This is an optimization exercise on Yosys and OpenROAD, whose aim is small area and a short achievable clock period, not a production implementation. At most, simulation tests tie the RTL to the original design; equivalence was not proved. No activity file was given, so power comes from the tool's default toggle rates.

== lane 5 ==
Design TNS_dec_33, start of the top module:
module TNS_dec_33(
    input wire clk,
    input wire rst_n,
    input wire [32:0] codein,
    output reg [30 - 1 : 0] dataout
    );
Size: roughly 480 cells after synthesis, about 30 flip-flops, ~65 I/O pins, ~0.0054 mm² of cells after synthesis.
==> flow/config.mk <==
export PLATFORM = sky130hd
export DESIGN_NAME = TNS_dec_33
export DESIGN_NICKNAME = TNS_dec_33
export VERILOG_FILES = /design/flow/design.v
export SDC_FILE = /design/flow/constraint.sdc
export NUM_CORES = 4
export LEC_CHECK = 0
export ABC_AREA = 1
export CAP_MARGIN = 20
export CORE_MARGIN = 2
export CORE_UTILIZATION = 40
export SLEW_MARGIN = 20
export SYNTH_HIERARCHICAL = 1
export SYNTH_MINIMUM_KEEP_SIZE = 0
==> flow/constraint.sdc <==
create_clock -name core_clock -period 12.0 [get_ports {clk}]
set_input_delay 2.4000 -clock core_clock [delete_from_list [all_inputs] [get_ports {clk}]]
set_output_delay 2.4000 -clock core_clock [all_outputs]
set_load 0.01 [all_outputs]
standard.sh (not shown) runs the stock make flow with config.mk's settings and CLKGATE_MAP_FILE= SYNTH_SCRIPT=/design/flow/synth_recipe.tcl, a recipe that flattens the netlist after the stock synthesis.
==> flow/flow/run.sh <==
#!/bin/bash
# Standard ORFS layout with two changes: ports get buf_2 buffers instead of
# the resizer's default pick (a delay cell), and CTS uses small clock
# buffers without dummy loads.
set -euo pipefail
cd "$(dirname "$0")/.."
export BUFFER_PORTS_ARGS="-buffer_cell sky130_fd_sc_hd__buf_2"
export CTS_ARGS="-sink_clustering_enable -repair_clock_nets -dont_use_dummy_load -buf_list {sky130_fd_sc_hd__clkbuf_4 sky130_fd_sc_hd__clkbuf_8}"
bash standard.sh > flow_standard.log 2>&1
Relative to lane 5, the following input files were edited for lane 2:
==> flow/run.sh (new file) <==
#!/bin/bash
# synth_recipe.tcl (not shown) runs the flow's synth.tcl, then flattens the netlist and writes it again
# the make line also repeats each setting of config.mk as NAME=value (left out here)
make -C /OpenROAD-flow-scripts/flow DESIGN_CONFIG=/design/flow/config.mk WORK_HOME=/design/flow/orfs CLKGATE_MAP_FILE= SYNTH_SCRIPT=/design/flow/synth_recipe.tcl finish
removed: flow/flow/run.sh
removed: flow/standard.sh
[summary]
Comparing global-route wire length before repair for lane 2 and lane 5, the smaller number came from lane 2. Between lane 5 and lane 2, the number of placed instances with taps included does not differ in any meaningful way. | part of the total power dissipated in the clock network | lower: lane 5 |. There was hardly any difference in flip-flop and latch count between lane 2 and lane 5. Lane 2 | status: complete | timing, DRC, antenna: pass. Lane 5: flow completed, timing, DRC and antenna clean.

========
## red
Another version of the RTL of TNS_dec_33 (not shown whole).
Size in the first run: ~410 cells after synthesis, ~30 flip-flops.
export LEC_CHECK = 0
export ABC_AREA = 1
export CAP_MARGIN = 20
export CORE_MARGIN = 2
export CORE_UTILIZATION = 40
export SLEW_MARGIN = 20
export SYNTH_HIERARCHICAL = 1
export SYNTH_MINIMUM_KEEP_SIZE = 0
create_clock -name core_clock -period 12.0 [get_ports {clk}]
==> flow/flow/run.sh <==
#!/bin/bash
# Standard ORFS layout with these changes: ports get plain buffers instead of
# the resizer's default pick (a delay cell), resized before detailed placement
# (buf_4 on inputs, buf_1 on outputs); CTS uses small clock buffers without
# dummy loads.
set -euo pipefail
cd "$(dirname "$0")/.."
export BUFFER_PORTS_ARGS="-buffer_cell sky130_fd_sc_hd__buf_2"
export PRE_DETAIL_PLACE_TCL="$PWD/flow/bufsize.tcl"
export CTS_ARGS="-sink_clustering_enable -repair_clock_nets -dont_use_dummy_load -buf_list {sky130_fd_sc_hd__clkbuf_4 sky130_fd_sc_hd__clkbuf_8}"
bash standard.sh > flow_standard.log 2>&1
==> flow/flow/bufsize.tcl <==
# Resize the port buffers: inputs feed many full adders, outputs only a pad load.
foreach inst [get_cells input*] {
  if {[get_property [get_lib_cells -of_objects $inst] name] == "sky130_fd_sc_hd__buf_2"} {
    replace_cell $inst sky130_fd_sc_hd__buf_4
  }
}
foreach inst [get_cells output*] {
  if {[get_property [get_lib_cells -of_objects $inst] name] == "sky130_fd_sc_hd__buf_2"} {
    replace_cell $inst sky130_fd_sc_hd__buf_1
  }
}
Every stage of the flow completed for red, and the final layout passed the timing, DRC and antenna checks.
For blue, these inputs were changed with respect to red:
Settings: ABC_AREA: 1 -> 0.
==> flow/flow/run.sh <==
#!/bin/bash
# Standard ORFS layout with two changes: ports get buf_2 buffers instead of
# the resizer's default pick (a delay cell), and CTS uses small clock
# buffers without dummy loads.
set -euo pipefail
cd "$(dirname "$0")/.."
export BUFFER_PORTS_ARGS="-buffer_cell sky130_fd_sc_hd__buf_2"
export CTS_ARGS="-sink_clustering_enable -repair_clock_nets -dont_use_dummy_load -buf_list {sky130_fd_sc_hd__clkbuf_4 sky130_fd_sc_hd__clkbuf_8}"
bash standard.sh > flow_standard.log 2>&1
removed: flow/flow/bufsize.tcl
==> comparison <==
Compared with red, blue shows basic-gate share of the synthesized area counting and, or, nand and nor cells lower by 6.3 points.
Delta (blue minus red): number of fillers in the final layout shows a reduction of 60, clock network area share shows no meaningful change, synthesized cell count shows a reduction of 73, final design instance area without fill shows a reduction of 4.2%.
### blue -> green
Settings: ABC_AREA now 1, was 0.
==> run notes <==
- Full die area went up by a few percent going from blue to green.
- Compared with blue, in green transition at the pin with the smallest max-transition slack shows a reduction of 16 ps, global-route met3 utilization shows a reduction of 0.21 points, design area shows an increase of 200 um^2, synthesized instance count shows an increase of about 22%, starting utilization of the core area shows a reduction of 0.30 points.
- Going from blue to green, count of standard-cell rows rose 1; worst hold slack about even.

========
Another version of the RTL of TNS_dec_33 (not shown whole).
Size in the first run: ~30 flip-flops, about 5200 µm² of cells after synthesis.
==> flow/config.mk <==
export PLATFORM = sky130hd
export DESIGN_NAME = TNS_dec_33
export DESIGN_NICKNAME = TNS_dec_33
export VERILOG_FILES = /design/flow/design.v
export SDC_FILE = /design/flow/constraint.sdc
export NUM_CORES = 4
export LEC_CHECK = 0
export ABC_AREA = 1
export CAP_MARGIN = 20
export CORE_MARGIN = 2
export CORE_UTILIZATION = 40
export SETUP_SLACK_MARGIN = 5
export SLEW_MARGIN = 20
export SYNTH_HIERARCHICAL = 1
export SYNTH_MINIMUM_KEEP_SIZE = 0
==> flow/constraint.sdc <==
create_clock -name core_clock -period 12.0 [get_ports {clk}]
set_input_delay 2.4000 -clock core_clock [delete_from_list [all_inputs] [get_ports {clk}]]
set_output_delay 2.4000 -clock core_clock [all_outputs]
set_load 0.01 [all_outputs]
==> flow/flow/run.sh <==
#!/bin/bash
# Standard ORFS layout with two changes: ports get buf_2 buffers instead of
# the resizer's default pick (a delay cell), and CTS uses small clock
# buffers without dummy loads.
set -euo pipefail
cd "$(dirname "$0")/.."
export BUFFER_PORTS_ARGS="-buffer_cell sky130_fd_sc_hd__buf_2"
export CTS_ARGS="-sink_clustering_enable -repair_clock_nets -dont_use_dummy_load -buf_list {sky130_fd_sc_hd__clkbuf_4 sky130_fd_sc_hd__clkbuf_8}"
bash standard.sh > flow_standard.log 2>&1
Edit:
SETUP_SLACK_MARGIN = unset   (was 5)
What happened: Routed wire length goes down by 3.8%; area after synthesis does not change; final cell count goes down by about 2.5%; first-iteration DRC count goes up by about 2.2%; utilization goes down by 2.8 points; via count goes down by about 2.5%; sequential power stays flat; design area goes down by about 6%; worst hold slack barely changes; sequential share of layout area goes up by 0.75 points; total power goes down by 11%.
No run of this note included a check of the RTL's function; only the layout flow was run.

port drivers added, routing unchanged:
How much do the figures lean on ideal ports? The routed layouts below were timed once more, with nothing changed but the port constraints.
Step 1 sets driving cells, clkbuf_16 on the clock port and buf_2 on the other inputs (assumed; they add their load-dependent delay and slew).
Step 2 moves the port delays by t, midway between the first and last clock arrival at a register: inputs arrive t later, outputs are due t later. That takes back most of the time a late clock gives input paths.
a / b / c = ideal / step 1 / step 2; a / b = the first two.
| run | shift t [ns] | slack for setup (ns) | latest minus earliest clock arrival (ns) |
|---|---|---|---|
| lane 5 | 0.324 | 4.612 / 4.618 / 4.294 | 0.022 / 0.021 |
| lane 2 | 0.327 | 3.925 / 3.943 / 3.616 | 0.006 / 0.006 |
| red | 0.337 | 4.827 / 4.840 / 4.503 | 0.023 / 0.023 |
| blue | 0.331 | 4.340 / 4.354 / 4.024 | 0.017 / 0.017 |
| green | 0.326 | 4.771 / 4.779 / 4.453 | 0.019 / 0.019 |
| the first run of note 3 | 0.320 | 5.135 / 5.131 / 4.811 | 0.015 / 0.016 |
| the second run of note 3 | 0.321 | 4.669 / 4.683 / 4.363 | 0.017 / 0.017 |
After both steps setup and hold are still met in every run listed.
